Context: an optimization exercise on an open-source flow, tuned for small area and a short achievable clock period. The choices shown serve that exercise and are no tape-out recipe.
At most, simulation tests tie the RTL to the original design; equivalence was not proved.
Only the layout flow was run in run 7; the RTL was not checked for function there.

## flow/design.v (module list and top-level ports; edited modules follow where they fit)
// module FPUFMAPipe: 264 lines
// module fma_booth_tree: 3518 lines
// module fma_cpa: 905 lines
// module fma_lzc_pairs: 198 lines
// module fma_round: 54 lines
// module fma_add: 27 lines
module FPUFMAPipe(
  input         clock,
                reset,
                io_in_valid,
                io_in_bits_ren3,
                io_in_bits_swap23,
  input  [2:0]  io_in_bits_rm,
  input  [1:0]  io_in_bits_fmaCmd,
  input  [64:0] io_in_bits_in1,
                io_in_bits_in2,
                io_in_bits_in3,
  output        io_out_valid,
  output [64:0] io_out_bits_data,
  output [4:0]  io_out_bits_exc
);
  // ...
==> flow/flow/run.sh <==
#!/bin/bash
# The standard layout (standard synthesis, floorplan, placement, CTS, routing), with
# two changes: the setup repair is asked to leave extra setup slack, and the buffers
# that every input and output port gets are sky130_fd_sc_hd__buf_2 cells (smaller and
# faster than the delay cells buffer_ports picks by default). The make output goes to
# flow.log, and ORFS keeps each step's full log under orfs/logs/.
set -uo pipefail
bash standard.sh SETUP_SLACK_MARGIN=10.65 MATCH_CELL_FOOTPRINT=0 "BUFFER_PORTS_ARGS=-buffer_cell sky130_fd_sc_hd__buf_2" finish > flow.log 2>&1
==> flow/standard.sh <==
#!/bin/bash
# synth_recipe.tcl (not shown) runs the flow's synth.tcl, then flattens the netlist and writes it again
# the make line also repeats each setting of config.mk as NAME=value (left out here)
make -C /OpenROAD-flow-scripts/flow DESIGN_CONFIG=/design/flow/config.mk WORK_HOME=/design/flow/orfs CLKGATE_MAP_FILE= SYNTH_SCRIPT=/design/flow/synth_recipe.tcl "${@:-finish}"
==> flow/config.mk <==
export PLATFORM = sky130hd
export DESIGN_NAME = FPUFMAPipe
export DESIGN_NICKNAME = FPUFMAPipe
export VERILOG_FILES = /design/flow/design.v
export SDC_FILE = /design/flow/constraint.sdc
export NUM_CORES = 8
export LEC_CHECK = 0
export ABC_AREA = 1
export CAP_MARGIN = 20
export CORE_MARGIN = 2
export CORE_UTILIZATION = 38
export SLEW_MARGIN = 20
==> flow/constraint.sdc <==
create_clock -name core_clock -period 16.0 [get_ports {clock}]
set_input_delay 3.2000 -clock core_clock [delete_from_list [all_inputs] [get_ports {clock}]]
set_output_delay 3.2000 -clock core_clock [all_outputs]
set_load 0.01 [all_outputs]
==> results.json, run 1 <==
{
  "synthCells": 14580,
  "wl_um": 624800,
  "drt_iter0_drc": 18010,
  "via_count": 118400,
  "drcViolationCount": 0,
  "slowest_delay_ns": 0.71,
  "ys_ff_latch": 752,
  "holdBufCountCts": 0,
  "critPathCaptureType": "flip-flop",
  "synthToLayoutAreaGrowth_pct": 16.11,
  "start_util_pct": 38.16,
  "hold_viol": 0,
  "met1_length_um": 211500,
  "multi_input_cells": 11090,
  "dp_slack_ns": 8.117,
  "worst_pin_slew_ns": 1.348,
  "synth_top_family_by_area": "adder cells",
  "wl_met3_um": 87090,
  "top_usage_layer": "met2",
  "wl_per_cell_um": 33.66,
  "clock-sinks": 752,
  "status": "timing/DRC/antenna clean",
  "synthesis.area_um2": 111000,
  "met3_usage_pct": 16.05,
  "critical_path.max_fanout": 25,
  "synth_compound_area_share_pct": 15.96,
  "r2r_start": "e0_doSub",
  "yosys.area_share.adder_pct": 28.92,
  "utilization_pct": 44.31
}
==> module FPUFMAPipe, before the edit <==
module FPUFMAPipe(
  input         clock,
                reset,
                io_in_valid,
                io_in_bits_ren3,
                io_in_bits_swap23,
  input  [2:0]  io_in_bits_rm,
  input  [1:0]  io_in_bits_fmaCmd,
  input  [64:0] io_in_bits_in1,
                io_in_bits_in2,
                io_in_bits_in3,
  output        io_out_valid,
  output [64:0] io_out_bits_data,
  output [4:0]  io_out_bits_exc
);
  wire [64:0] a = io_in_bits_in1;
  wire [64:0] b = io_in_bits_swap23 ? 65'h08000000000000000 : io_in_bits_in2;
  wire [64:0] c = (io_in_bits_ren3 | io_in_bits_swap23) ? io_in_bits_in3
                  : {io_in_bits_in1[64] ^ io_in_bits_in2[64], 64'h0};
  wire zA = ~(|a[63:61]);
  wire zB = ~(|b[63:61]);
  wire zC = ~(|c[63:61]);
  wire nanA = (&a[63:62]) & a[61];
  wire nanB = (&b[63:62]) & b[61];
  wire nanC = (&c[63:62]) & c[61];
  wire infA = (&a[63:62]) & ~a[61];
  wire infB = (&b[63:62]) & ~b[61];
  wire infC = (&c[63:62]) & ~c[61];
  wire signProd = a[64] ^ b[64] ^ io_in_bits_fmaCmd[1];
  wire doSub    = signProd ^ c[64] ^ io_in_bits_fmaCmd[0];
  wire [13:0] ex = {2'h0, a[63:52]};
  wire [13:0] ey = {2'h0, b[63:52]};
  wire [13:0] ez = {2'h3, ~c[63:52]};
  wire [13:0] k1 = 14'h3839;
  wire [13:0] s1 = ex ^ ey ^ ez;
  wire [13:0] c1 = {(ex[12:0] & ey[12:0]) | (ex[12:0] & ez[12:0]) | (ey[12:0] & ez[12:0]), 1'b0};
  wire [13:0] s2 = s1 ^ c1 ^ k1;
  wire [13:0] c2 = {(s1[12:0] & c1[12:0]) | (s1[12:0] & k1[12:0]) | (c1[12:0] & k1[12:0]), 1'b0};
  wire [13:0] sNat;
  fma_add #(14, 4) addNat (.a(s2), .b(c2), .cin(1'b0), .s(sNat));
  wire [12:0] k2 = 13'h1803;
  wire [12:0] s3 = ex[12:0] ^ ey[12:0] ^ k2;
  wire [12:0] c3 = {(ex[11:0] & ey[11:0]) | (ex[11:0] & k2[11:0]) | (ey[11:0] & k2[11:0]), 1'b0};
  wire [12:0] sExpProd;
  fma_add #(13, 4) addProd (.a(s3), .b(c3), .cin(1'b0), .s(sExpProd));
  wire isSigNaNAny = nanA & ~a[51] | nanB & ~b[51] | nanC & ~c[51];
  wire isNaNAOrB   = nanA | nanB;
  wire isInfProd   = infA | infB;
  wire invalidExc  = isSigNaNAny | infA & zB | zA & infB | ~isNaNAOrB & isInfProd & infC & doSub;
  wire outIsNaN    = isNaNAOrB | nanC;
  wire isInfOut    = isInfProd | infC;
  wire addZeros    = (zA | zB) & zC;
  wire rmMin       = io_in_bits_rm == 3'h2;
  wire CDomSign    = signProd ^ doSub;
  wire signK       = isInfProd & signProd | infC & CDomSign
                     | addZeros & ~rmMin & signProd & CDomSign
                     | addZeros & rmMin & (signProd | CDomSign);
  wire signEn      = ~isInfOut & ~addZeros;
  wire [54:0] yB = {1'b0, ~zB, b[51:0], 1'b0};    
  wire [26:0] bOne, bTwo;
  wire [25:0] bNeg;
  genvar gi;
  generate
    for (gi = 0; gi < 27; gi = gi + 1) begin : booth
      wire y0 = yB[2*gi];        
      wire y1 = yB[2*gi+1];      
      wire y2 = yB[2*gi+2];      
      assign bOne[gi] = y1 ^ y0;
      assign bTwo[gi] = y2 & ~y1 & ~y0 | ~y2 & y1 & y0;
      if (gi < 26) begin : n
        assign bNeg[gi] = y2;
      end
    end
  endgenerate
  wire [52:0] sigCx = {~zC, c[51:0]} ^ {53{doSub}};
  reg         v0;
  reg  [52:0] e0_sigA;
  reg  [26:0] e0_one, e0_two;
  reg  [25:0] e0_neg;
  reg  [52:0] e0_sigCx;
  reg         e0_doSub, e0_signProd, e0_zAB, e0_zC;
  reg  [13:0] e0_sNat;
  reg  [12:0] e0_sExpProd;
  reg  [11:0] e0_expC;
  reg         e0_invalid, e0_isNaN, e0_isInf, e0_addZeros, e0_signK, e0_signEn;
  reg  [2:0]  e0_rm;
  always @(posedge clock) begin
    v0 <= io_in_valid;
    e0_sigA <= {~zA, a[51:0]};
    e0_one <= bOne;
    e0_two <= bTwo;
    e0_neg <= bNeg;
    e0_sigCx <= sigCx;
    e0_doSub <= doSub;
    e0_signProd <= signProd;
    e0_zAB <= zA | zB;
    e0_zC <= zC;
    e0_sNat <= sNat;
    e0_sExpProd <= sExpProd;
    e0_expC <= c[63:52];
    e0_invalid <= invalidExc;
    e0_isNaN <= outIsNaN;
    e0_isInf <= isInfOut;
    e0_addZeros <= addZeros;
    e0_signK <= signK;
    e0_signEn <= signEn;
    e0_rm <= io_in_bits_rm;
  end
  wire e0_isMin = e0_zAB | e0_sNat[13];
  wire e0_big = ~e0_isMin & (e0_sNat[12:0] > 13'hA0);
  wire e0_CIsDom = ~e0_zC & (e0_isMin | e0_sNat[12:0] < 13'h36);
  wire [12:0] e0_sExpSum = e0_CIsDom ? {1'h0, e0_expC} : e0_sExpProd;
  wire [7:0] e0_u = e0_sNat[7:0];
  wire [7:0] CAlignDist = e0_isMin ? 8'h0 : e0_big ? 8'hA1 : e0_u;
  wire [164:0] shC = $signed({e0_doSub, e0_sigCx, {111{e0_doSub}}}) >>> e0_u;
  wire [105:0] cadd = (e0_isMin | e0_big) ? {106{e0_doSub}} : shC[108:3];
  wire [54:0] highC = e0_isMin ? {e0_sigCx, e0_doSub, e0_doSub} : e0_big ? {55{e0_doSub}} : shC[163:109];
  wire [2:0] lowC = e0_isMin ? {3{e0_doSub}} : e0_big ? e0_sigCx[52:50] : shC[2:0];
  wire [64:0] reduced4CExtra_shift = $signed(65'sh10000000000000000 >>> CAlignDist[7:2]);
  wire [12:0] cGrp;
  genvar cg;
  generate
    for (cg = 0; cg < 13; cg = cg + 1) begin : cgrp
      assign cGrp[cg] = e0_doSub ? ~(&e0_sigCx[4*cg+3:4*cg]) : (|e0_sigCx[4*cg+3:4*cg]);
    end
  endgenerate
  wire [12:0] cGen = cGrp
                   & {reduced4CExtra_shift[24], reduced4CExtra_shift[25], reduced4CExtra_shift[26],
                      reduced4CExtra_shift[27], reduced4CExtra_shift[28], reduced4CExtra_shift[29],
                      reduced4CExtra_shift[30], reduced4CExtra_shift[31], reduced4CExtra_shift[32],
                      reduced4CExtra_shift[33], reduced4CExtra_shift[34], reduced4CExtra_shift[35],
                      reduced4CExtra_shift[36]};
  wire bit0AlignedSigC = e0_doSub ? (&lowC) & ~(|cGen) : (|lowC) | (|cGen);
  wire [106:0] tr0, tr1;
  fma_booth_tree tree (
    .a(e0_sigA), .one(e0_one), .two(e0_two), .neg(e0_neg),
    .cadd(cadd), .r0(tr0), .r1(tr1));
  reg          v1;
  reg  [106:0] e1_r0, e1_r1;
  reg  [54:0]  e1_high;
  reg          e1_bit0, e1_doSub, e1_CIsDom, e1_signProd;
  reg  [5:0]   e1_CAlignDist;
  reg  [12:0]  e1_sExpSum;
  reg          e1_invalid, e1_isNaN, e1_isInf, e1_addZeros, e1_signK, e1_signEn;
  reg  [2:0]   e1_rm;
  always @(posedge clock) begin
    if (reset) v1 <= 1'b0; else v1 <= v0;
    e1_r0 <= tr0;
    e1_r1 <= tr1;
    e1_high <= highC;
    e1_bit0 <= bit0AlignedSigC;
    e1_doSub <= e0_doSub;
    e1_CIsDom <= e0_CIsDom;
    e1_signProd <= e0_signProd;
    e1_CAlignDist <= CAlignDist[5:0];
    e1_sExpSum <= e0_sExpSum;
    e1_invalid <= e0_invalid;
    e1_isNaN <= e0_isNaN;
    e1_isInf <= e0_isInf;
    e1_addZeros <= e0_addZeros;
    e1_signK <= e0_signK;
    e1_signEn <= e0_signEn;
    e1_rm <= e0_rm;
  end
  wire [105:0] sum0, sum1;
  wire c105_0, c105_1;
  wire sumIsM1;    
  fma_cpa cpa (.x(e1_r0[105:0]), .y(e1_r1[105:0]), .sum0(sum0), .sum1(sum1),
               .cout0(c105_0), .cout1(c105_1), .pall(sumIsM1));
  wire m106 = e1_r0[106] ^ e1_r1[106];
  wire mAR106_0 = m106 ^ c105_0;
  wire mAR106_1 = m106 ^ c105_1;
  wire [54:0] hiOnes;
  assign hiOnes[0] = 1'b1;
  genvar hi;
  generate
    for (hi = 1; hi < 55; hi = hi + 1) begin : hio
      assign hiOnes[hi] = &e1_high[hi-1:0];
    end
  endgenerate
  wire [54:0] T3 = e1_high ^ (hiOnes & {55{mAR106_0}});
  wire [1:0]  T3_1 = e1_high[1:0] ^ (hiOnes[1:0] & {2{mAR106_1}});
  wire [161:0] sigSum = {T3, sum0, e1_bit0};
  wire [107:0] CDom_absSigSum = e1_doSub ? ~sigSum[161:54] : {1'h0, e1_high[54:53], sigSum[159:55]};
  wire CDom_extraSticky = e1_doSub ? sum0[52:0] != 53'h1FFFFFFFFFFFFF : (|(sum0[53:0]));
  wire nSign = T3[2];
  wire [108:0] Y = sigSum[108:0];
  wire [108:0] Yp = e1_doSub ? (e1_bit0 ? {T3_1, sum1, 1'b0} : {T3[1:0], sum0, 1'b1}) : Y;
  wire [108:0] notCDom_abs = nSign ? ~Y : Yp;
  wire [109:0] X = e1_CIsDom ? {CDom_absSigSum, 2'b00} : {1'b0, notCDom_abs};
  wire [5:0] ndPos, ndNeg;
  wire anyPos, anyNeg;
  fma_lzc_pairs lzcP (.x({1'b0, Yp}), .nd(ndPos), .any(anyPos));
  fma_lzc_pairs lzcN (.x({1'b0, ~Y}), .nd(ndNeg), .any(anyNeg));
  wire [5:0] nd = nSign ? ndNeg : ndPos;
  wire t3IsM1 = (e1_high[1:0] == 2'h3) & ~m106 | (e1_high[1:0] == 2'h2) & m106;
  wire signM1 = e1_high[2] ^ (e1_high[1] & e1_high[0] & m106);
  wire complCanc = e1_bit0 & sumIsM1 & t3IsM1 & (signM1 | e1_doSub);
  wire [6:0] sh = e1_CIsDom ? {1'b0, e1_CAlignDist} : {nd, 1'b0};
  wire e1_rmMin = e1_rm == 3'h2;
  wire rawSign = e1_signK | e1_signEn & (e1_CIsDom ? e1_signProd ^ e1_doSub
                                          : complCanc ? e1_rmMin : e1_signProd ^ nSign);
  wire rawIsZero = e1_addZeros | ~e1_CIsDom & complCanc;
  reg          v2;
  reg  [109:0] e2_X;
  reg  [6:0]   e2_sh;
  reg  [12:0]  e2_sExpSum;
  reg          e2_CIsDom, e2_doSub, e2_extraSticky;
  reg          e2_invalid, e2_isNaN, e2_isInf, e2_isZero, e2_sign;
  reg  [2:0]   e2_rm;
  always @(posedge clock) begin
    if (reset) v2 <= 1'b0; else v2 <= v1;
    e2_X <= X;
    e2_sh <= sh;
    e2_sExpSum <= e1_sExpSum - {12'h0, e1_CIsDom & e1_doSub};
    e2_CIsDom <= e1_CIsDom;
    e2_doSub <= e1_doSub;
    e2_extraSticky <= e1_CIsDom & CDom_extraSticky;
    e2_invalid <= e1_invalid;
    e2_isNaN <= e1_isNaN;
    e2_isInf <= e1_isInf;
    e2_isZero <= rawIsZero;
    e2_sign <= rawSign;
    e2_rm <= e1_rm;
  end
  wire [109:0] xs6 = e2_sh[6] ? {e2_X[45:0], 64'h0} : e2_X;
  wire [109:0] xs5 = e2_sh[5] ? {xs6[77:0], 32'h0} : xs6;
  wire [109:0] xs4 = e2_sh[4] ? {xs5[93:0], 16'h0} : xs5;
  wire [109:0] xs3 = e2_sh[3] ? {xs4[101:0], 8'h0} : xs4;
  wire [109:0] xs2 = e2_sh[2] ? {xs3[105:0], 4'h0} : xs3;
  wire [109:0] xs1 = e2_sh[1] ? {xs2[107:0], 2'h0} : xs2;
  wire [109:0] Xs  = e2_sh[0] ? {xs1[108:0], 1'h0} : xs1;
  wire [12:0] grp = {|(e2_X[51:48]), |(e2_X[47:44]), |(e2_X[43:40]), |(e2_X[39:36]), |(e2_X[35:32]),
                     |(e2_X[31:28]), |(e2_X[27:24]), |(e2_X[23:20]), |(e2_X[19:16]), |(e2_X[15:12]),
                     |(e2_X[11:8]), |(e2_X[7:4]), |(e2_X[3:0])};
  wire [4:0] shq = e2_sh[6:2];
  reg grpSticky;
  integer k;
  always @(*) begin
    grpSticky = 1'b0;
    for (k = 0; k < 13; k = k + 1)
      if ({27'h0, shq} + k <= 12) grpSticky = grpSticky | grp[k];
  end
  wire sticky = (|(Xs[54:52])) | grpSticky | e2_extraSticky;
  wire [55:0] rawSig = {Xs[109:55], sticky};
  wire [12:0] rawExp = e2_sExpSum - {6'h0, e2_sh & {7{~e2_CIsDom}}};
  wire [64:0] rOut;
  wire [4:0]  rExc;
  fma_round rnd (
    .io_invalidExc(e2_invalid), .io_in_isNaN(e2_isNaN), .io_in_isInf(e2_isInf),
    .io_in_isZero(e2_isZero), .io_in_sign(e2_sign), .io_in_sExp(rawExp), .io_in_sig(rawSig),
    .io_roundingMode(e2_rm), .io_out(rOut), .io_exceptionFlags(rExc));
  reg         v3;
  reg  [64:0] e3_data;
  reg  [4:0]  e3_exc;
  always @(posedge clock) begin
    if (reset) v3 <= 1'b0; else v3 <= v2;
    e3_data <= ({65{rOut[63:61] != 3'h7}} | 65'h1EFEFFFFFFFFFFFFF) & rOut;
    e3_exc <= rExc;
  end
  assign io_out_valid = v3;
  assign io_out_bits_data = e3_data;
  assign io_out_bits_exc = e3_exc;
endmodule
==> inputs of run 2 (changes only) <==
--- a/flow/design.v
+++ b/flow/design.v
@@ -136,7 +136,9 @@
     .a(e0_sigA), .one(e0_one), .two(e0_two), .neg(e0_neg),
     .cadd(cadd), .r0(tr0), .r1(tr1));
   reg          v1;
-  reg  [106:0] e1_r0, e1_r1;
+  reg  [106:0] e1_r0n, e1_r1n;    
+  wire [106:0] e1_r0 = ~e1_r0n;
+  wire [106:0] e1_r1 = ~e1_r1n;
   reg  [54:0]  e1_high;
   reg          e1_bit0, e1_doSub, e1_CIsDom, e1_signProd;
   reg  [5:0]   e1_CAlignDist;
@@ -145,8 +147,8 @@
   reg  [2:0]   e1_rm;
   always @(posedge clock) begin
     if (reset) v1 <= 1'b0; else v1 <= v0;
-    e1_r0 <= tr0;
-    e1_r1 <= tr1;
+    e1_r0n <= ~tr0;
+    e1_r1n <= ~tr1;
     e1_high <= highC;
     e1_bit0 <= bit0AlignedSigC;
     e1_doSub <= e0_doSub;
--- a/flow/flow/run.sh
+++ b/flow/flow/run.sh
@@ -5,4 +5,4 @@
 # faster than the delay cells buffer_ports picks by default). The make output goes to
 # flow.log, and ORFS keeps each step's full log under orfs/logs/.
 set -uo pipefail
-bash standard.sh SETUP_SLACK_MARGIN=10.65 MATCH_CELL_FOOTPRINT=0 "BUFFER_PORTS_ARGS=-buffer_cell sky130_fd_sc_hd__buf_2" finish > flow.log 2>&1
+bash standard.sh SETUP_SLACK_MARGIN=10.8 "BUFFER_PORTS_ARGS=-buffer_cell sky130_fd_sc_hd__buf_2" finish > flow.log 2>&1
==> results.json, run 2 <==
{
  "ys_seq_area_share_pct": 13.46,
  "rows": 199,
  "max_freq_mhz": 187.6,
  "startpoint_type": "primary input",
  "grt_pass1_vias": 111400,
  "largest-register": "e2_X",
  "ys_async_sr_fraction_pct": 0,
  "synth_warnings": 3,
  "clock_latency_ns": 0.96,
  "cap_violations": 0,
  "status": "timing/DRC/antenna clean",
  "yosysMostFrequentCell": "nand2_1",
  "holdBufCountCts": 0,
  "dr.pass1.iters": 11,
  "wl_per_cell_um": 31.95,
  "place_hpwl_um": 410700,
  "ios": 276,
  "clk_pin_slew_ns": 0.07,
  "r2r_start": "e0_sNat[0]",
  "io_buffers": 274,
  "critPathCaptureType": "flip-flop",
  "ys_types": 73,
  "track_usage_pct": 37.82,
  "timing.final.crit_period_ns": 5.330,
  "start_util_pct": 38.12,
  "worstHoldStart": "e0_rm[1]",
  "cts_tree": "yes",
  "largest_register_ffs": 110,
  "rsz0062_at_grt": "true",
  "maxSlewViolCount": 0,
  "cts_buffer_depth": 4,
  "ys_top_cells_by_count": "2381 x nand2_1, 1631 x xor2_1, 1520 x inv_1",
  "cp.required_ns": 16.78,
  "antenna_found_initial": 24,
  "synth-main-ff-cell": "dfxtp_1",
  "worstHoldPathType": "reg2reg",
  "overflow": 0,
  "clock-sinks": 752,
  "die_x_um": 546.5,
  "setup_tns_ns": 0,
  "most-common-layout-cells": "2293 x nand2_1, 1621 x xor2_1, 1478 x inv_1",
  "setup_viol": 0,
  "cp.arrival_ns": 6.11,
  "synth_nets": 16670,
  "fp.dieH_um": 546.5,
  "worst_pin_slew_ns": 1.369,
  "drcViolationCount": 0,
  "cts.htree.levels": 3,
  "via_count": 117300,
  "fin_worst_skew_ns": 0.1461,
  "synthesis.area_um2": 111800,
  "final_common_cell": "nand2_1",
  "drt_iter0_drc": 17770,
  "synth_top_area_cell": "fa_1",
  "design.die.area_um2": 298600,
  "utilization_pct": 44.59,
  "synth_top_cell_area_share_pct": 25.69,
  "drive_above_1_share_pct": 13.52,
  "relSlewSlack_pct": 7.872,
  "wl_um": 598200,
  "grt_start_max_net_pins": 75,
  "critPathLaunch": "io_in_bits_swap23",
  "cts_made_buffers": 102,
  "synth-edff-count": 0,
  "syn_avg_cell_area_um2": 7.577,
  "min_period_over_period_pct": 33.31,
  "reg_top3": "e2_X (110), e1_r0n (107), e1_r1n (107)",
  "hold_viol": 0,
  "core_um2": 293300,
  "ys_top_cells_by_area": "fa_1 26%, dfxtp_1 13%, xor2_1 13%, o22ai_1 8.1%, nand2_1 8.0%",
  "place_congestion": 1.077,
  "nNetsFinal": 16620,
  "setup.worst_path.class": "in2reg",
  "via_per_inst": 6.268,
  "synthCells": 14760,
  "critical_path.max_fanout": 5,
  "synthToLayoutAreaGrowth_pct": 16.96,
  "grt_pass1_wl_um": 821100,
  "clk_root_buffer_cell": "clkbuf_16",
  "drtAntennaViolNets": 0,
  "ys_ff_latch": 752
}
==> run 2: cell types whose count changed after synthesis, moves of 16 or more <==
cell	delta
nor2_1	+116
nand2_1	+57
inv_1	+48
nand3_1	-33
clkbuf_1	-32
inv_2	-28
o221ai_1	+20
o211ai_1	-17
o21ai_0	-17
buf_2	+16
==> run 2: critical path, cell delays in order <==
cell,delay (ns)
buf_16,0.14
buf_16,0.15
clkinv_16,0.09
nand2_8,0.06
fa_1,0.53
inv_2,0.05
ha_4,0.24
ha_4,0.23
a21o_1,0.16
a21oi_2,0.18
o21ai_2,0.09
a21oi_2,0.17
inv_1,0.07
a21oi_2,0.18
o21ai_2,0.10
a21oi_2,0.18
o21bai_2,0.10
xor2_1,0.16
==> run 2: path summary, 6_finish.rpt <==
kind / end / slack (ns) / cells past startpoint
setup / recovery: e0_sNat[12] / 10.67 / 18
hold / removal: e1_rm[1] / 0.33 / 0
setup reg to reg: e1_r0n[39] / 10.72 / 16
hold reg to reg: e1_rm[1] / 0.33 / 0
==> run 2: area by class of cell <==
class                           count  area (um2)
Fill cell                       29440      162500
Multi-Input combinational cell  11230       89270
Sequential cell                   752       15210
Timing Repair Buffer              925       10530
Inverter                         1682        7152
Tap cell                         3919        4903
Clock buffer                      121        2705
Clock inverter                     58       867.1
Timing Repair inverter             11       102.6
Antenna cell                       18       45.04
==> run 2: cells by family after synthesis <==
family                   synth area share [%]
other                                0.003354
flip-flops                              13.46
XOR/XNOR                                13.24
AO/OA/AOI/OAI                           15.95
adder cells (fa/ha/maj)                 28.71
buffers and inverters                   9.590
AND/OR/NAND/NOR                         18.05
multiplexers                           0.9936
==> run 2: layer usage <==
| layer | global-route usage (%) | part of all wire [%] |
|---|---|---|
| met1 | 43.85 | 34 |
| met2 | 54.67 | 40 |
| met3 | 15.48 | 15 |
| met4 | 30.41 | 11 |
| met5 | 0.8013 | 0.14 |
==> run 2: repair_timing <==
item	4_1_cts	5_1_grt
buffers inserted	112	158
cloned	48	45
setup endpoints to repair	437	343
pin swaps	83	171
endpoints found under the hold margin	0	0
gates resized for setup	968	809
==> run 2: metrics by stage <==
stage               instance area [um2]  std cells  hold WS (ns)  setup WS (ns)
floorplan                        112100      14760        0.3096          9.940
global placement                 116300      18160        0.3102          8.016
detailed placement               116300      18160        0.3128          8.005
CTS                              125600      18500        0.3268          10.68
global route                     130700      18710        0.3295          10.50
finish                           130800      18720        0.3269          10.67
==> inputs of run 3 (changes only) <==
--- a/flow/flow/run.sh
+++ b/flow/flow/run.sh
@@ -5,4 +5,4 @@
 # faster than the delay cells buffer_ports picks by default). The make output goes to
 # flow.log, and ORFS keeps each step's full log under orfs/logs/.
 set -uo pipefail
-bash standard.sh SETUP_SLACK_MARGIN=10.8 "BUFFER_PORTS_ARGS=-buffer_cell sky130_fd_sc_hd__buf_2" finish > flow.log 2>&1
+bash standard.sh SETUP_SLACK_MARGIN=10.65 "BUFFER_PORTS_ARGS=-buffer_cell sky130_fd_sc_hd__buf_2" finish > flow.log 2>&1
==> results.json, run 3 <==
{
  "cap_violations": 0,
  "maxSlewViolCount": 0,
  "cts.htree.levels": 3,
  "cp.required_ns": 16.72,
  "ios": 276,
  "ys_types": 73,
  "start_util_pct": 38.12,
  "utilization_pct": 43.37,
  "syn_avg_cell_area_um2": 7.577,
  "critical_path.max_fanout": 36,
  "startpoint_type": "flip-flop",
  "wl_per_cell_um": 31.72,
  "die_x_um": 546.5,
  "synth_top_cell_area_share_pct": 25.69,
  "setup_viol": 0,
  "track_usage_pct": 37.70,
  "slowest_delay_ns": 0.68,
  "reg_top3": "e2_X (110), e1_r0n (107), e1_r1n (107)",
  "overflow": 0,
  "synth-edff-count": 0,
  "worstHoldPathType": "reg2reg",
  "final_common_cell": "nand2_1",
  "crit_buf_inv": 3,
  "synthesis.area_um2": 111800,
  "fp.dieH_um": 546.5,
  "path_delay_family": "adder cells",
  "grt_pass1_wl_um": 817900,
  "cts_buffer_depth": 4,
  "via_per_inst": 6.223,
  "drive_above_1_share_pct": 11.57,
  "setup_tns_ns": 0,
  "min_period_over_period_pct": 33.99,
  "crit_path_frequent_cell": "fa_1",
  "clock_latency_ns": 0.92,
  "clock-sinks": 752,
  "yosysMostFrequentCell": "nand2_1",
  "fin_hold_ws_ns": 0.3215,
  "synthCells": 14760,
  "synth-main-ff-cell": "dfxtp_1",
  "clk_pin_slew_ns": 0.06,
  "synthToLayoutAreaGrowth_pct": 13.76,
  "place_congestion": 1.069,
  "place_hpwl_um": 412200,
  "ys_ff_latch": 752,
  "most-common-layout-cells": "2306 x nand2_1, 1630 x xor2_1, 1483 x inv_1",
  "crit_chain": "buf_4 -> inv_6 -> buf_16 -> xor2_1 -> fa_1 -> fa_1 -> fa_1 -> fa_1 -> fa_1 -> fa_1 -> fa_1",
  "core_um2": 293300,
  "cts_tree": "yes",
  "fillers": 29910,
  "cp.arrival_ns": 6.16,
  "via_count": 115600,
  "rows": 199,
  "synth_top_area_cell": "fa_1",
  "antenna_found_initial": 31,
  "grt_pass1_vias": 111300,
  "critPathCaptureType": "flip-flop",
  "io_buffers": 274,
  "ys_async_sr_fraction_pct": 0,
  "setup.worst_path.class": "reg2reg",
  "worst_pin_slew_ns": 1.327,
  "cp_slowest_cell": "fa_1",
  "finalNonFillerCells": 18570,
  "placed_cells": 18160,
  "timing.final.crit_period_ns": 5.438,
  "synth_nets": 16670,
  "synth_warnings": 3,
  "ys_seq_area_share_pct": 13.46,
  "drt_iter0_drc": 16250,
  "nNetsFinal": 16470,
  "fin_worst_skew_ns": 0.1102,
  "status": "timing/DRC/antenna clean",
  "grt_start_max_net_pins": 99,
  "dr.pass1.iters": 11,
  "relSlewSlack_pct": 10.70,
  "wl_um": 589100,
  "drtAntennaViolNets": 0,
  "clk_root_buffer_cell": "clkbuf_16",
  "cts_made_buffers": 102,
  "hold_viol": 0,
  "largest_register_ffs": 110,
  "drcViolationCount": 0,
  "max_freq_mhz": 183.9,
  "largest-register": "e2_X",
  "design.die.area_um2": 298600,
  "ys_top_cells_by_count": "2381 x nand2_1, 1631 x xor2_1, 1520 x inv_1",
  "rsz0062_at_grt": "true",
  "ys_top_cells_by_area": "fa_1 26%, dfxtp_1 13%, xor2_1 13%, o22ai_1 8.1%, nand2_1 8.0%"
}
==> run 3: changes by cell type in the layout (fill, tap and decap cells not counted), sizes merged <==
cell and delta:
bufbuf -18, clkinvlp +2, clkbuf -6, bufinv +8, diode +2, buf -123
nand2 +2, nand4 +1, clkinv -5, inv -9, nor2 -1
==> run 3: routing by layer <==
layer | global-route usage [%] | share of wire (%) | vias up
met5 | 1.635 | 0.15 | -
met4 | 30.81 | 11 | 32
met3 | 14.76 | 14 | 2700
met2 | 54.16 | 40 | 9341
met1 | 44.16 | 35 | 55140
li1 | - | - | 48370
==> run 3: cells by family after synthesis <==
family                   after synthesis  synth area share, %
other                                  1             0.003354
multiplexers                         111               0.9936
flip-flops                           752                13.46
AO/OA/AOI/OAI                       2979                15.95
AND/OR/NAND/NOR                     4739                18.05
adder cells (fa/ha/maj)             1705                28.71
buffers and inverters               2781                9.590
XOR/XNOR                            1690                13.24
==> run 3: cell type report <==
| type | instances | area [um2] | share of cell area [%] |
|---|---|---|---|
| Antenna cell | 20 | 50.05 | 0.03934 |
| Clock buffer | 124 | 2818 | 2.215 |
| Clock inverter | 58 | 883.3 | 0.6944 |
| Inverter | 1682 | 7002 | 5.504 |
| Multi-Input combinational cell | 11240 | 88400 | 69.50 |
| Sequential cell | 752 | 15170 | 11.92 |
| Tap cell | 3919 | 4903 | 3.855 |
| Timing Repair Buffer | 775 | 7915 | 6.222 |
| Timing Repair inverter | 7 | 63.81 | 0.05016 |
==> run 3: timing repair <==
| item | in CTS | in global routing |
|---|---|---|
| buffers inserted | 67 | 94 |
| hold buffers | 0 | 0 |
| resized for setup | 686 | 633 |
| pin swaps | 45 | 106 |
| endpoints found under the hold margin | 0 | 0 |
| setup endpoints to repair | 427 | 332 |
| cloned | 27 | 27 |
==> run 3: worst paths after layout <==
check                                start    endpoint  slack, ns  depth (start not counted)
worst max-delay path            e0_neg[18]  e1_r0n[63]      10.56                         11
worst min-delay path              e1_isNaN    e2_isNaN       0.32                          0
worst max register to register  e0_neg[18]  e1_r0n[63]      10.56                         11
worst min register to register    e1_isNaN    e2_isNaN       0.32                          0
==> run 3: metrics by stage <==
step / setup slack [ns] / area [um2]
2_1_floorplan: 9.940 / 112100
3_3_place_gp: 8.363 / 116300
3_5_place_dp: 8.363 / 116300
4_1_cts: 10.58 / 123600
5_1_grt: 10.47 / 127200
6_report: 10.56 / 127200
==> run 3: worst register-to-register path, cell delays in order, from the launching register on <==
cell	delay [ns]
dfxtp_1	0.31
buf_4	0.41
inv_6	0.20
buf_16	0.25
xor2_1	0.36
fa_1	0.44
fa_1	0.68
fa_1	0.50
fa_1	0.48
fa_1	0.49
fa_1	0.53
fa_1	0.68
==> inputs of run 4 (changes only) <==
--- a/flow/design.v
+++ b/flow/design.v
@@ -74,10 +74,11 @@
   endgenerate
   wire [52:0] sigCx = {~zC, c[51:0]} ^ {53{doSub}};
   reg         v0;
-  reg  [52:0] e0_sigA;
-  reg  [26:0] e0_one, e0_two;
+  reg  [52:0] e0_sigAn;            
+  reg  [26:0] e0_onen, e0_twon;
   reg  [25:0] e0_neg;
-  reg  [52:0] e0_sigCx;
+  reg  [52:0] e0_sigCxn;           
+  wire [52:0] e0_sigCx = ~e0_sigCxn;
   reg         e0_doSub, e0_signProd, e0_zAB, e0_zC;
   reg  [13:0] e0_sNat;
   reg  [12:0] e0_sExpProd;
@@ -86,11 +87,11 @@
   reg  [2:0]  e0_rm;
   always @(posedge clock) begin
     v0 <= io_in_valid;
-    e0_sigA <= {~zA, a[51:0]};
-    e0_one <= bOne;
-    e0_two <= bTwo;
+    e0_sigAn <= ~{~zA, a[51:0]};
+    e0_onen <= ~bOne;
+    e0_twon <= ~bTwo;
     e0_neg <= bNeg;
-    e0_sigCx <= sigCx;
+    e0_sigCxn <= ~sigCx;
     e0_doSub <= doSub;
     e0_signProd <= signProd;
     e0_zAB <= zA | zB;
@@ -133,7 +134,7 @@
   wire bit0AlignedSigC = e0_doSub ? (&lowC) & ~(|cGen) : (|lowC) | (|cGen);
   wire [106:0] tr0, tr1;
   fma_booth_tree tree (
-    .a(e0_sigA), .one(e0_one), .two(e0_two), .neg(e0_neg),
+    .a(~e0_sigAn), .one(~e0_onen), .two(~e0_twon), .neg(e0_neg),
     .cadd(cadd), .r0(tr0), .r1(tr1));
   reg          v1;
   reg  [106:0] e1_r0n, e1_r1n;    
@@ -164,11 +165,15 @@
     e1_signEn <= e0_signEn;
     e1_rm <= e0_rm;
   end
-  wire [105:0] sum0, sum1;
-  wire c105_0, c105_1;
+  wire [105:0] sum0n, sum1n;
+  wire c105_0n, c105_1n;
   wire sumIsM1;    
-  fma_cpa cpa (.x(e1_r0[105:0]), .y(e1_r1[105:0]), .sum0(sum0), .sum1(sum1),
-               .cout0(c105_0), .cout1(c105_1), .pall(sumIsM1));
+  fma_cpa cpa (.x(e1_r0n[105:0]), .y(e1_r1n[105:0]), .sum0(sum0n), .sum1(sum1n),
+               .cout0(c105_0n), .cout1(c105_1n), .pall(sumIsM1));
+  wire [105:0] sum0 = ~sum1n;
+  wire [105:0] sum1 = ~sum0n;
+  wire c105_0 = ~c105_1n;
+  wire c105_1 = ~c105_0n;
   wire m106 = e1_r0[106] ^ e1_r1[106];
   wire mAR106_0 = m106 ^ c105_0;
   wire mAR106_1 = m106 ^ c105_1;
==> results.json, run 4 <==
{
  "dr.pass1.iters": 12,
  "hold_viol": 0,
  "grt_pass1_wl_um": 818100,
  "cp.required_ns": 16.70,
  "place_hpwl_um": 399200,
  "fin_worst_skew_ns": 0.1055,
  "synth_top_cell_area_share_pct": 25.75,
  "ys_seq_area_share_pct": 13.49,
  "grt_pass1_vias": 112100,
  "cts_buffer_depth": 4,
  "synthesis.area_um2": 111600,
  "reg_top3": "e2_X (110), e1_r0n (107), e1_r1n (107)",
  "max_freq_mhz": 183.8,
  "timing.final.crit_period_ns": 5.442,
  "utilization_pct": 43.44,
  "via_per_inst": 6.345,
  "overflow": 0,
  "clk_pin_slew_ns": 0.06,
  "ys_top_cells_by_area": "fa_1 26%, dfxtp_1 13%, xor2_1 13%, nand2_1 9.0%, o22ai_1 8.1%",
  "maxSlewViolCount": 0,
  "synthToLayoutAreaGrowth_pct": 13.52,
  "worst_pin_slew_ns": 1.135,
  "grt_start_max_net_pins": 86,
  "wl_um": 592300,
  "ys_types": 71,
  "ys_ff_latch": 752,
  "syn_avg_cell_area_um2": 7.559,
  "start_util_pct": 38.27,
  "startpoint_type": "flip-flop",
  "cts_made_buffers": 93,
  "ios": 276,
  "cts.htree.levels": 3,
  "drtAntennaViolNets": 0,
  "status": "timing/DRC/antenna clean",
  "largest_register_ffs": 110,
  "synth_top_area_cell": "fa_1",
  "min_period_over_period_pct": 34.01,
  "track_usage_pct": 37.64,
  "synth-main-ff-cell": "dfxtp_1",
  "cts_tree": "yes",
  "place_congestion": 1.047,
  "setup.worst_path.class": "reg2reg",
  "yosysMostFrequentCell": "nand2_1",
  "die_x_um": 545.9,
  "cap_violations": 0,
  "fillers": 29520,
  "via_count": 117100,
  "clock-sinks": 752,
  "final_common_cell": "nand2_1",
  "synthCells": 14760,
  "synth-edff-count": 0,
  "worstHoldPathType": "reg2reg",
  "design.die.area_um2": 298000,
  "wl_per_cell_um": 32.08,
  "cp.arrival_ns": 6.15,
  "synth_nets": 16670,
  "clock_latency_ns": 0.90,
  "holdBufCountCts": 0,
  "drcViolationCount": 0,
  "io_buffers": 274,
  "drive_above_1_share_pct": 12.15,
  "core_um2": 291600,
  "critPathCaptureType": "flip-flop",
  "ys_top_cells_by_count": "2685 x nand2_1, 1638 x xor2_1, 1441 x o22ai_1",
  "relSlewSlack_pct": 24.18,
  "setup_tns_ns": 0,
  "rows": 198,
  "most-common-layout-cells": "2551 x nand2_1, 1631 x xor2_1, 1435 x o22ai_1",
  "rsz0062_at_grt": "true",
  "largest-register": "e2_X",
  "critical_path.max_fanout": 32,
  "setup_viol": 0,
  "antenna_found_initial": 24,
  "ys_async_sr_fraction_pct": 0,
  "synth_warnings": 3,
  "clk_root_buffer_cell": "clkbuf_16",
  "fin_hold_ws_ns": 0.3272,
  "drt_iter0_drc": 18560,
  "fp.dieH_um": 545.9,
  "nNetsFinal": 16380
}
## run 4: cell count changes in the layout (fill, tap and decap cells not counted), sizes merged, moves of 29 or more
cell,change
a21oi,-29
nand2,+308
buf,+39
inv,-327
mux2i,-38
clkinv,-56
## run 4: final timing paths
path                end  slack, ns  cells after the start        from
max          e1_r0n[47]      10.56                     11  e0_neg[10]
min            e2_isNaN       0.33                      0    e1_isNaN
max reg2reg  e1_r0n[47]      10.56                     11  e0_neg[10]
min reg2reg    e2_isNaN       0.33                      0    e1_isNaN
## run 4: cells by family (layout without fill, tap and decap cells)
kind of cell    count (synthesis)  after routing  synth area share (%)
mux                            73             73                0.6548
compound gates               2968           2968                 15.92
xor+xnor                     1695           1695                 13.31
flops                         752            752                 13.49
other cells                     1             23              0.003361
buf+inv                      2511           2279                 8.643
fa+ha+maj                    1704           1704                 28.76
simple gates                 5058           5070                 19.22
## run 4: metrics by stage
stage	instances	setup slack, ns	cell area (um2)
after floorplan	14760	9.950	111800
after global placement	17980	8.097	115400
after detailed placement	17980	8.176	115400
after CTS	18290	10.59	122800
after global routing	18450	10.49	126600
final	18460	10.56	126700
## run 4: per-layer routing
metal	routed length [um]	track usage (%)
met5	1370	1.603
met4	60530	29.42
met3	86270	14.73
met2	237200	53.54
met1	206900	45.06
## run 4: repair_timing
action	4_1_cts	5_1_grt
pin swaps	58	120
buffers inserted	114	127
cloned	32	26
setup endpoints to repair	381	297
gates resized for setup	652	619
## run 4: area by class of cell
type                    instances  area (um2)  area share [%]
diodes                         22       55.05         0.04346
clock buffers                 117        2599           2.052
clock inverters                49       610.6          0.4820
inverters                    1285        5045           3.983
multi-input cells           11510       89560           70.70
flip-flops and latches        752       15370           12.14
well taps                    3900        4880           3.852
repair buffers                824        8517           6.724
repair inverters                4       31.28         0.02469
## run 4: worst max-delay path, stage by stage, from the launching register on
cell	delay [ns]
dfxtp_1	0.30
buf_4	0.47
inv_8	0.21
buf_12	0.25
xor2_1	0.27
fa_1	0.59
fa_1	0.48
fa_1	0.61
fa_1	0.46
fa_1	0.47
fa_1	0.53
fa_1	0.55
==> inputs of run 5 (changes only) <==
--- a/flow/config.mk
+++ b/flow/config.mk
@@ -8,5 +8,5 @@
 export ABC_AREA = 1
 export CAP_MARGIN = 20
 export CORE_MARGIN = 2
-export CORE_UTILIZATION = 38
+export CORE_UTILIZATION = 35
 export SLEW_MARGIN = 20
==> results.json, run 5 <==
{
  "ys_top_cells_by_count": "2685 x nand2_1, 1638 x xor2_1, 1441 x o22ai_1",
  "ys_top_cells_by_area": "fa_1 26%, dfxtp_1 13%, xor2_1 13%, nand2_1 9.0%, o22ai_1 8.1%",
  "via_count": 117000,
  "synthToLayoutAreaGrowth_pct": 13.08,
  "drt_iter0_drc": 18580,
  "top_usage_layer": "met2",
  "final_common_cell": "nand2_1",
  "place_congestion": 1.064,
  "dr.pass1.iters": 13,
  "hold_viol": 0,
  "ios": 276,
  "synth-main-ff-cell": "dfxtp_1",
  "cap_violations": 0,
  "ys_types": 71,
  "rsz0062_at_grt": "true",
  "maxSlewViolCount": 0,
  "synthesis.area_um2": 111600,
  "track_usage_pct": 34.30,
  "most-common-layout-cells": "2562 x nand2_1, 1632 x xor2_1, 1436 x o22ai_1",
  "grtUsageMet1_pct": 41.35,
  "synth_warnings": 3,
  "min_period_over_period_pct": 33.99,
  "cp.arrival_ns": 6.21,
  "setup_viol": 0,
  "cp.required_ns": 16.77,
  "fp.dieH_um": 568.6,
  "antenna_found_initial": 24,
  "synthCells": 14760,
  "grt_pass1_wl_um": 808500,
  "design_area_um2": 126200,
  "setup_tns_ns": 0,
  "nNetsFinal": 16320,
  "fin_ws_ns": 10.56,
  "max_freq_mhz": 183.9,
  "met3_usage_pct": 13.89,
  "syn_avg_cell_area_um2": 7.559,
  "clk_pin_slew_ns": 0.07,
  "clk_root_buffer_cell": "clkbuf_16",
  "rows": 207,
  "critPathCaptureType": "flip-flop",
  "synth_nets": 16670,
  "fin_hold_ws_ns": 0.3274,
  "largest-register": "e2_X",
  "relSlewSlack_pct": 22.42,
  "reg_top3": "e2_X (110), e1_r0n (107), e1_r1n (107)",
  "start_util_pct": 35.14,
  "wl_per_cell_um": 31.36,
  "synth-edff-count": 0,
  "overflow": 0,
  "setup.worst_path.class": "reg2reg",
  "ys_ff_latch": 752,
  "timing.final.crit_period_ns": 5.438,
  "drive_above_1_share_pct": 11.68,
  "place_area_um2": 115700,
  "wl_um": 585900,
  "grt_start_max_net_pins": 86,
  "critical_path.max_fanout": 53,
  "drcViolationCount": 0,
  "io_buffers": 274,
  "die_x_um": 568.6,
  "grt_pass1_vias": 112000,
  "status": "timing/DRC/antenna clean",
  "synth_top_cell_area_share_pct": 25.75,
  "ys_async_sr_fraction_pct": 0,
  "worstHoldPathType": "reg2reg",
  "use_met2_pct": 48.69,
  "synth_top_area_cell": "fa_1",
  "cts_buffer_depth": 4,
  "dp_slack_ns": 8.054,
  "place_hpwl_um": 389400,
  "design.die.area_um2": 323300,
  "drtAntennaViolNets": 0,
  "worst_pin_slew_ns": 1.152,
  "clock_latency_ns": 0.94,
  "cts.htree.levels": 3,
  "cts_tree": "yes",
  "via_per_inst": 6.264,
  "largest_register_ffs": 110,
  "clock-sinks": 752,
  "cts_made_buffers": 99,
  "startpoint_type": "flip-flop",
  "core_um2": 317500,
  "ys_seq_area_share_pct": 13.49,
  "yosysMostFrequentCell": "nand2_1",
  "fin_worst_skew_ns": 0.09657
}
run 5: cell counts after synthesis:
No cell type changed its count.
run 5: timing repair:
| item | 4_1_cts | 5_1_grt |
|---|---|---|
| pin swaps | 45 | 76 |
| gates cloned | 27 | 25 |
| buffers inserted | 73 | 118 |
| hold buffers | 0 | 0 |
| hold endpoints to repair | 0 | 0 |
| gates resized for setup | 584 | 594 |
| setup endpoints to repair | 387 | 305 |
run 5: critical path, stage by stage, from the launching register on:
cell and delay (ns):
dfxtp_2 0.31, buf_4 0.64, o22ai_1 0.26, xor2_1 0.23
fa_1 0.58, fa_1 0.46, fa_1 0.48, fa_1 0.55
fa_1 0.46, fa_1 0.56, fa_2 0.70
run 5: logic make-up (layout without fill, tap and decap cells):
group / count (synthesis) / after routing / share of synthesized area (%)
adders and majority gates: 1704 / 1704 / 28.76
other: 1 / 14 / 0.003361
xor gates and xnor gates: 1695 / 1695 / 13.31
buffers and inverters: 2511 / 2224 / 8.643
AOI/OAI and AO/OA: 2968 / 2968 / 15.92
muxes: 73 / 73 / 0.6548
DFF: 752 / 752 / 13.49
and+or+nand+nor: 5058 / 5073 / 19.22
run 5: final cells by class:
cell class / count / area (um2)
antenna: 13 / 32.53
inverter: 1285 / 5065
multi-input combinational: 11510 / 89510
clock buffer: 128 / 2746
timing repair inverter: 2 / 15.01
timing repair buffer: 759 / 7634
fill: 32650 / 191300
clock inverter: 50 / 605.6
sequential: 752 / 15350
tap: 4180 / 5230
run 5: metrics by stage:
step / utilization, % / cells
global placement: 36.42 / 18250
floorplan: - / 14760
global route: 39.73 / 18670
finish: 39.74 / 18680
detailed placement: 36.43 / 18250
CTS: 38.51 / 18530
run 5: final timing paths:
kind	start	endpoint	slack (ns)	depth (start not counted)
setup / recovery	e0_onen[0]	e1_r0n[54]	10.56	10
hold / removal	e0_signProd	e1_signProd	0.33	0
setup reg to reg	e0_onen[0]	e1_r0n[54]	10.56	10
hold reg to reg	e0_signProd	e1_signProd	0.33	0
run 5: metal layers:
layer	routed length, um	part of all wire, %
met1	205900	35
met4	58330	10
met5	631	0.11
met3	89290	15
met2	231800	40
==> inputs of run 6 (changes only) <==
--- a/flow/flow/run.sh
+++ b/flow/flow/run.sh
@@ -5,4 +5,4 @@
 # faster than the delay cells buffer_ports picks by default). The make output goes to
 # flow.log, and ORFS keeps each step's full log under orfs/logs/.
 set -uo pipefail
-bash standard.sh SETUP_SLACK_MARGIN=10.65 "BUFFER_PORTS_ARGS=-buffer_cell sky130_fd_sc_hd__buf_2" finish > flow.log 2>&1
+bash standard.sh SETUP_SLACK_MARGIN=10.6 "BUFFER_PORTS_ARGS=-buffer_cell sky130_fd_sc_hd__buf_2" finish > flow.log 2>&1
--- a/flow/config.mk
+++ b/flow/config.mk
@@ -8,5 +8,5 @@
 export ABC_AREA = 1
 export CAP_MARGIN = 20
 export CORE_MARGIN = 2
-export CORE_UTILIZATION = 35
+export CORE_UTILIZATION = 38
 export SLEW_MARGIN = 20
==> results.json, run 6 <==
{
  "clk_root_buffer_cell": "clkbuf_16",
  "placed_cells": 17970,
  "max_freq_mhz": 179.0,
  "synth-main-ff-cell": "dfxtp_1",
  "synth_nets": 16670,
  "cts.htree.levels": 3,
  "hold_depth": 0,
  "worstHoldPathType": "reg2reg",
  "synth_top_area_cell": "fa_1",
  "ys_top_cells_by_count": "2685 x nand2_1, 1638 x xor2_1, 1441 x o22ai_1",
  "drive_above_1_share_pct": 10.58,
  "status": "timing/DRC/antenna clean",
  "overflow": 0,
  "timing.final.crit_period_ns": 5.586,
  "fin_worst_skew_ns": 0.1347,
  "setup_tns_ns": 0,
  "maxSlewViolCount": 0,
  "synth_warnings": 3,
  "yosysMostFrequentCell": "nand2_1",
  "rsz0062_at_grt": "true",
  "cp.arrival_ns": 6.33,
  "worstReg2RegEnd": "e1_r0n[52]",
  "wl_per_cell_um": 31.71,
  "reg_top3": "e2_X (110), e1_r0n (107), e1_r1n (107)",
  "via_count": 117400,
  "clock_latency_ns": 0.93,
  "ys_top_cells_by_area": "fa_1 26%, dfxtp_1 13%, xor2_1 13%, nand2_1 9.0%, o22ai_1 8.1%",
  "place_congestion": 1.066,
  "crit_chain": "buf_6 -> o22ai_1 -> xor2_1 -> fa_1 -> fa_1 -> fa_2 -> fa_1 -> fa_1 -> fa_1 -> fa_1",
  "grt_pass1_vias": 111600,
  "critical_path.max_fanout": 54,
  "setup_viol": 0,
  "io_buffers": 274,
  "synth_top_cell_area_share_pct": 25.75,
  "core_um2": 291600,
  "syn_avg_cell_area_um2": 7.559,
  "synth-edff-count": 0,
  "cp.required_ns": 16.74,
  "ys_async_sr_fraction_pct": 0,
  "worstHoldStart": "e0_addZeros",
  "critPathCaptureType": "flip-flop",
  "fillers": 29700,
  "crit_path_frequent_cell": "fa_1",
  "ios": 276,
  "antenna_found_initial": 32,
  "min_period_over_period_pct": 34.91,
  "place_area_um2": 115300,
  "synthCells": 14760,
  "slowest_delay_ns": 0.73,
  "fin_hold_ws_ns": 0.3275,
  "relSlewSlack_pct": 16.16,
  "ys_ff_latch": 752,
  "hold_viol": 0,
  "fp.dieH_um": 545.9,
  "hold_end": "e1_addZeros",
  "via_per_inst": 6.398,
  "cts_buffer_depth": 4,
  "ys_seq_area_share_pct": 13.49,
  "drt_iter0_drc": 19850,
  "drtAntennaViolNets": 0,
  "track_usage_pct": 36.87,
  "top_usage_layer": "met2",
  "largest_register_ffs": 110,
  "path_delay_family": "adder cells",
  "cp_slowest_cell": "fa_1",
  "nNetsFinal": 16260,
  "grt_start_max_net_pins": 88,
  "rrSetupSlack_ns": 10.41,
  "design_area_um2": 124500,
  "wl_um": 581900,
  "die_x_um": 545.9,
  "clock-sinks": 752,
  "dr.pass1.iters": 11,
  "setup.worst_path.class": "reg2reg",
  "finalNonFillerCells": 18350,
  "start_util_pct": 38.27,
  "final_common_cell": "nand2_1",
  "grt_pass1_wl_um": 804500,
  "synthToLayoutAreaGrowth_pct": 11.56,
  "drcViolationCount": 0,
  "rr_worst_depth": 10,
  "grtUsageMet1_pct": 44.02,
  "worst_pin_slew_ns": 1.244,
  "holdBufCountCts": 0,
  "most-common-layout-cells": "2594 x nand2_1, 1633 x xor2_1, 1435 x o22ai_1",
  "cts_made_buffers": 92,
  "place_hpwl_um": 389500,
  "r2r_start": "e0_sigAn[22]",
  "largest-register": "e2_X",
  "crit_buf_inv": 1,
  "clk_pin_slew_ns": 0.07,
  "rows": 198,
  "met3_usage_pct": 15.30,
  "synthesis.area_um2": 111600,
  "ys_types": 71,
  "cts_tree": "yes",
  "design.die.area_um2": 298000,
  "cap_violations": 0,
  "startpoint_type": "flip-flop",
  "use_met2_pct": 51.73
}
-- run 6: cell count changes in the layout (fill, tap and decap cells not counted), moves of 13 or more --
| cell | delta |
|---|---|
| o21ai_0 | +19 |
| ha_1 | +13 |
| nand2_2 | -28 |
| diode_2 | +16 |
| buf_12 | -21 |
| buf_8 | +19 |
| nand2_1 | +32 |
| nor2_1 | +20 |
| o21ai_1 | -13 |
| nor2_4 | -13 |
| buf_4 | -36 |
| clkbuf_8 | -15 |
-- run 6: worst max path at each step --
| stage | startpoint | endpoint | slack [ns] | cells after the start |
|---|---|---|---|---|
| final | e0_sigAn[22] | e1_r0n[52] | 10.41 | 10 |
| after global routing | e0_sNat[0] | e1_r0n[30] | 10.46 | 16 |
| after CTS | e2_sh[0] | e3_data[61] | 10.60 | 35 |
| after detailed placement | e2_sh[0] | e3_data[61] | 8.97 | 35 |
| after global placement | e2_sh[0] | e3_data[48] | 8.92 | 32 |
| after floorplan | io_in_bits_swap23 | e0_sNat[12] | 9.95 | 17 |
-- run 6: kinds of logic (layout without fill, tap and decap cells) --
| family | Yosys count | count (layout) | synth area share [%] |
|---|---|---|---|
| buf+inv | 2511 | 2158 | 8.643 |
| other cells | 1 | 30 | 0.003361 |
| xor+xnor | 1695 | 1695 | 13.31 |
| simple gates | 5058 | 5070 | 19.22 |
| fa+ha+maj | 1704 | 1704 | 28.76 |
| flops | 752 | 752 | 13.49 |
| compound gates | 2968 | 2968 | 15.92 |
| mux | 73 | 73 | 0.6548 |
-- run 6: through the flow --
stage	worst slack [ns]	utilization (%)
2_1_floorplan	9.950	-
3_3_place_gp	8.916	39.55
3_5_place_dp	8.975	39.56
4_1_cts	10.60	41.55
5_1_grt	10.46	42.67
6_report	10.41	42.69
-- run 6: repair_timing --
action	in CTS	in global routing
gates cloned	21	21
resized for setup	471	536
setup buffers	57	94
endpoints found under the setup margin	341	307
pin swaps	28	72
endpoints found under the hold margin	0	0
-- run 6: area by class of cell --
type / count / area, um2 / area share, %
Sequential cell: 752 / 15360 / 12.34
Timing Repair Buffer: 710 / 6989 / 5.614
Timing Repair inverter: 2 / 16.27 / 0.01307
Tap cell: 3900 / 4880 / 3.920
Clock inverter: 44 / 579.3 / 0.4654
Antenna cell: 29 / 72.57 / 0.05830
Inverter: 1285 / 5034 / 4.043
Multi-Input combinational cell: 11510 / 89020 / 71.51
Clock buffer: 117 / 2529 / 2.031
-- run 6: layer usage --
| layer | wire [um] | up-vias | part of all wire [%] |
|---|---|---|---|
| met4 | 62890 | 21 | 11 |
| met2 | 229700 | 10720 | 39 |
| met3 | 87930 | 3194 | 15 |
| met1 | 200900 | 55240 | 35 |
| met5 | 419 | - | 0.072 |
| li1 | - | 48230 | - |
==> inputs of run 7 (changes only) <==
--- a/flow/design.v
+++ b/flow/design.v
@@ -114,7 +114,8 @@
   wire [7:0] e0_u = e0_sNat[7:0];
   wire [7:0] CAlignDist = e0_isMin ? 8'h0 : e0_big ? 8'hA1 : e0_u;
   wire [164:0] shC = $signed({e0_doSub, e0_sigCx, {111{e0_doSub}}}) >>> e0_u;
-  wire [105:0] cadd = (e0_isMin | e0_big) ? {106{e0_doSub}} : shC[108:3];
+  wire caddFill = e0_zAB | (|e0_sNat[13:8]);
+  wire [105:0] cadd = caddFill ? {106{e0_doSub}} : shC[108:3];
   wire [54:0] highC = e0_isMin ? {e0_sigCx, e0_doSub, e0_doSub} : e0_big ? {55{e0_doSub}} : shC[163:109];
   wire [2:0] lowC = e0_isMin ? {3{e0_doSub}} : e0_big ? e0_sigCx[52:50] : shC[2:0];
   wire [64:0] reduced4CExtra_shift = $signed(65'sh10000000000000000 >>> CAlignDist[7:2]);
--- a/flow/flow/run.sh
+++ b/flow/flow/run.sh
@@ -5,4 +5,4 @@
 # faster than the delay cells buffer_ports picks by default). The make output goes to
 # flow.log, and ORFS keeps each step's full log under orfs/logs/.
 set -uo pipefail
-bash standard.sh SETUP_SLACK_MARGIN=10.6 "BUFFER_PORTS_ARGS=-buffer_cell sky130_fd_sc_hd__buf_2" finish > flow.log 2>&1
+bash standard.sh SETUP_SLACK_MARGIN=10.7 "BUFFER_PORTS_ARGS=-buffer_cell sky130_fd_sc_hd__buf_2" finish > flow.log 2>&1
==> results.json, run 7 <==
{
  "design.die.area_um2": 301100,
  "maxSlewViolCount": 0,
  "largest-register": "e2_X",
  "clock_latency_ns": 0.90,
  "nNetsFinal": 16620,
  "track_usage_pct": 39.08,
  "synthToLayoutAreaGrowth_pct": 13.71,
  "reg_top3": "e2_X (110), e1_r0n (107), e1_r1n (107)",
  "drcViolationCount": 0,
  "ff_latch_area_um2": 15390,
  "status": "timing/DRC/antenna clean",
  "fp.dieH_um": 548.8,
  "synthCells": 15020,
  "dr.pass1.iters": 12,
  "worst_pin_slew_ns": 1.271,
  "synth_top_area_cell": "fa_1",
  "timing.final.crit_period_ns": 5.409,
  "grt_pass1_wl_um": 848700,
  "ys_ff_latch": 752,
  "min_period_over_period_pct": 33.80,
  "hold_viol": 0,
  "synth_xor_area_share_pct": 13.18,
  "multi_input_area_um2": 90190,
  "wl_per_cell_um": 33.31,
  "overflow": 0,
  "most-common-layout-cells": "2737 x nand2_1, 1589 x xor2_1, 1443 x o22ai_1",
  "cts_made_buffers": 96,
  "synth_nets": 16930,
  "clk_root_buffer_cell": "clkbuf_16",
  "largest_register_ffs": 110,
  "ys_async_sr_fraction_pct": 0,
  "synth_top_cell_area_share_pct": 25.48,
  "drtAntennaViolNets": 0,
  "fin_worst_skew_ns": 0.1159,
  "synth-edff-count": 0,
  "critPathCaptureType": "flip-flop",
  "cts_buffer_depth": 4,
  "cts.htree.levels": 3,
  "antenna_found_initial": 36,
  "yosys.area_share.adder_pct": 28.46,
  "synth_top_family_by_area": "adder cells",
  "ys_top_cells_by_count": "2814 x nand2_1, 1593 x xor2_1, 1447 x o22ai_1",
  "place_congestion": 1.064,
  "via_count": 119900,
  "synthesis.area_um2": 112800,
  "critical_path.max_fanout": 19,
  "ios": 276,
  "rsz0062_at_grt": "true",
  "ys_top_cells_by_area": "fa_1 25%, dfxtp_1 13%, xor2_1 12%, nand2_1 9.4%, o22ai_1 8.0%",
  "cts_tree": "yes",
  "synth_simple_gate_area_share_pct": 20.12,
  "drt_iter0_drc": 19130,
  "setup_viol": 0,
  "fillers": 29940,
  "die_x_um": 548.8,
  "setup.worst_path.class": "reg2reg",
  "wl_um": 624400,
  "synth_compound_area_share_pct": 15.68,
  "cp.arrival_ns": 6.14,
  "place_hpwl_um": 420500,
  "ys_types": 70,
  "final_common_cell": "nand2_1",
  "holdBufCountCts": 0,
  "synthMuxAreaShare_pct": 0.6214,
  "ys_seq_area_share_pct": 13.35,
  "syn_avg_cell_area_um2": 7.509,
  "worstHoldPathType": "reg2reg",
  "relSlewSlack_pct": 14.91,
  "io_buffers": 274,
  "max_freq_mhz": 184.9,
  "start_util_pct": 38.09,
  "via_per_inst": 6.396,
  "drive_above_1_share_pct": 11.61,
  "rows": 200,
  "synth-main-ff-cell": "dfxtp_1",
  "yosysMostFrequentCell": "nand2_1",
  "cap_violations": 0,
  "grt_start_max_net_pins": 95,
  "clk_pin_slew_ns": 0.07,
  "startpoint_type": "flip-flop",
  "utilization_pct": 43.31,
  "setup_tns_ns": 0,
  "cp.required_ns": 16.73,
  "grt_pass1_vias": 114400,
  "synth_warnings": 3,
  "core_um2": 296000,
  "clock-sinks": 752
}
-- run 7: cell families after synthesis --
logic type	count (synthesis)
mux	70
compound gates	2945
other cells	1
simple gates	5340
buf+inv	2509
fa+ha+maj	1704
xor+xnor	1696
flops	752
-- run 7: metal layers --
metal  global-route usage, %  vias to the layer above  wire [um]  part of all wire (%)
met5                   1.235                        -       1146                  0.18
met4                   30.83                       44      68170                    11
met3                   15.68                     3259      90220                    14
met2                   56.53                    10400     252000                    40
met1                   45.75                    56870     212900                    34
li1                        -                    49330          -                     -
-- run 7: path summary, 6_finish.rpt --
| path | start | endpoint | slack [ns] | depth (start not counted) |
|---|---|---|---|---|
| setup / recovery | e0_neg[14] | e1_r0n[51] | 10.59 | 11 |
| hold / removal | e1_invalid | e2_invalid | 0.32 | 0 |
| setup reg to reg | e0_neg[14] | e1_r0n[51] | 10.59 | 11 |
| hold reg to reg | e1_invalid | e2_invalid | 0.32 | 0 |
-- run 7: cell type report --
type	instances	share of cell area, %
antenna	27	0.05269
inverter	1252	3.917
multi-input combinational	11770	70.34
clock inverter	56	0.6255
clock buffer	116	2.058
timing repair inverter	3	0.01366
timing repair buffer	831	7.154
sequential	752	12.00
tap	3939	3.844
-- run 7: what timing repair did --
| item | 4_1_cts | 5_1_grt |
|---|---|---|
| setup buffers | 75 | 146 |
| cloned | 31 | 39 |
| pin swaps | 44 | 84 |
| gates resized for setup | 724 | 555 |
| setup endpoints to repair | 380 | 265 |
-- run 7: worst max-delay path: stages (launching register included) --
cell and delay (ns):
dfxtp_1 0.30, clkbuf_8 0.27, inv_16 0.23, buf_16 0.27, xor2_1 0.24, fa_1 0.50
fa_1 0.52, fa_1 0.62, fa_1 0.49, fa_1 0.47, fa_1 0.55, fa_1 0.76
-- run 7: through the flow --
stage / hold slack (ns) / setup WS [ns] / std cells / cell area (um2)
5_1_grt: 0.3303 / 10.49 / 18730 / 128200
3_3_place_gp: 0.3103 / 8.631 / 18260 / 116600
3_5_place_dp: 0.3121 / 8.735 / 18260 / 116600
6_report: 0.3197 / 10.59 / 18750 / 128200
2_1_floorplan: 0.3096 / 9.958 / 15020 / 113000
4_1_cts: 0.3240 / 10.67 / 18530 / 123900

-- what the ideal ports hide --
No port has a modelled driver above. Below, the same layouts with a new extraction and two added sets of constraints. Step 1 sets driving cells, clkbuf_16 on the clock port and buf_2 on the other inputs (assumed; they add their load-dependent delay and slew). Step 2, shift: input delay + t, output delay - t, t = (earliest + latest rising clock arrival at the registers) / 2. This alone moves slack from input paths to output paths. Three values: ideal, step 1, step 2; two values: the first two.
run | shift t [ns] | slack for setup (ns) | hold WS [ns] | latest minus earliest clock arrival (ns) | worst data-port slew with drivers (ns)
run 1 | 0.956 | 10.520 / 10.449 / 9.493 | 0.322 / 0.322 / 0.322 | 0.082 / 0.082 | 0.46
run 2 | 0.984 | 10.670 / 10.693 / 9.709 | 0.327 / 0.327 / 0.327 | 0.147 / 0.146 | 0.22
run 3 | 0.959 | 10.562 / 10.562 / 9.724 | 0.321 / 0.321 / 0.321 | 0.112 / 0.111 | 0.28
run 4 | 0.956 | 10.558 / 10.558 / 9.716 | 0.327 / 0.327 / 0.327 | 0.106 / 0.105 | 0.08
run 5 | 0.996 | 10.562 / 10.562 / 9.693 | 0.327 / 0.327 / 0.327 | 0.097 / 0.097 | 0.09
run 6 | 0.990 | 10.414 / 10.414 / 9.766 | 0.327 / 0.327 / 0.327 | 0.135 / 0.135 | 0.09
run 7 | 0.956 | 10.592 / 10.592 / 9.719 | 0.320 / 0.320 / 0.320 | 0.116 / 0.115 | 0.11
After both steps setup and hold are still met in every run listed. For run 1, which loses most, drivers alone change the setup slack by -0.071 ns; drivers and shift together by -1.027 ns.
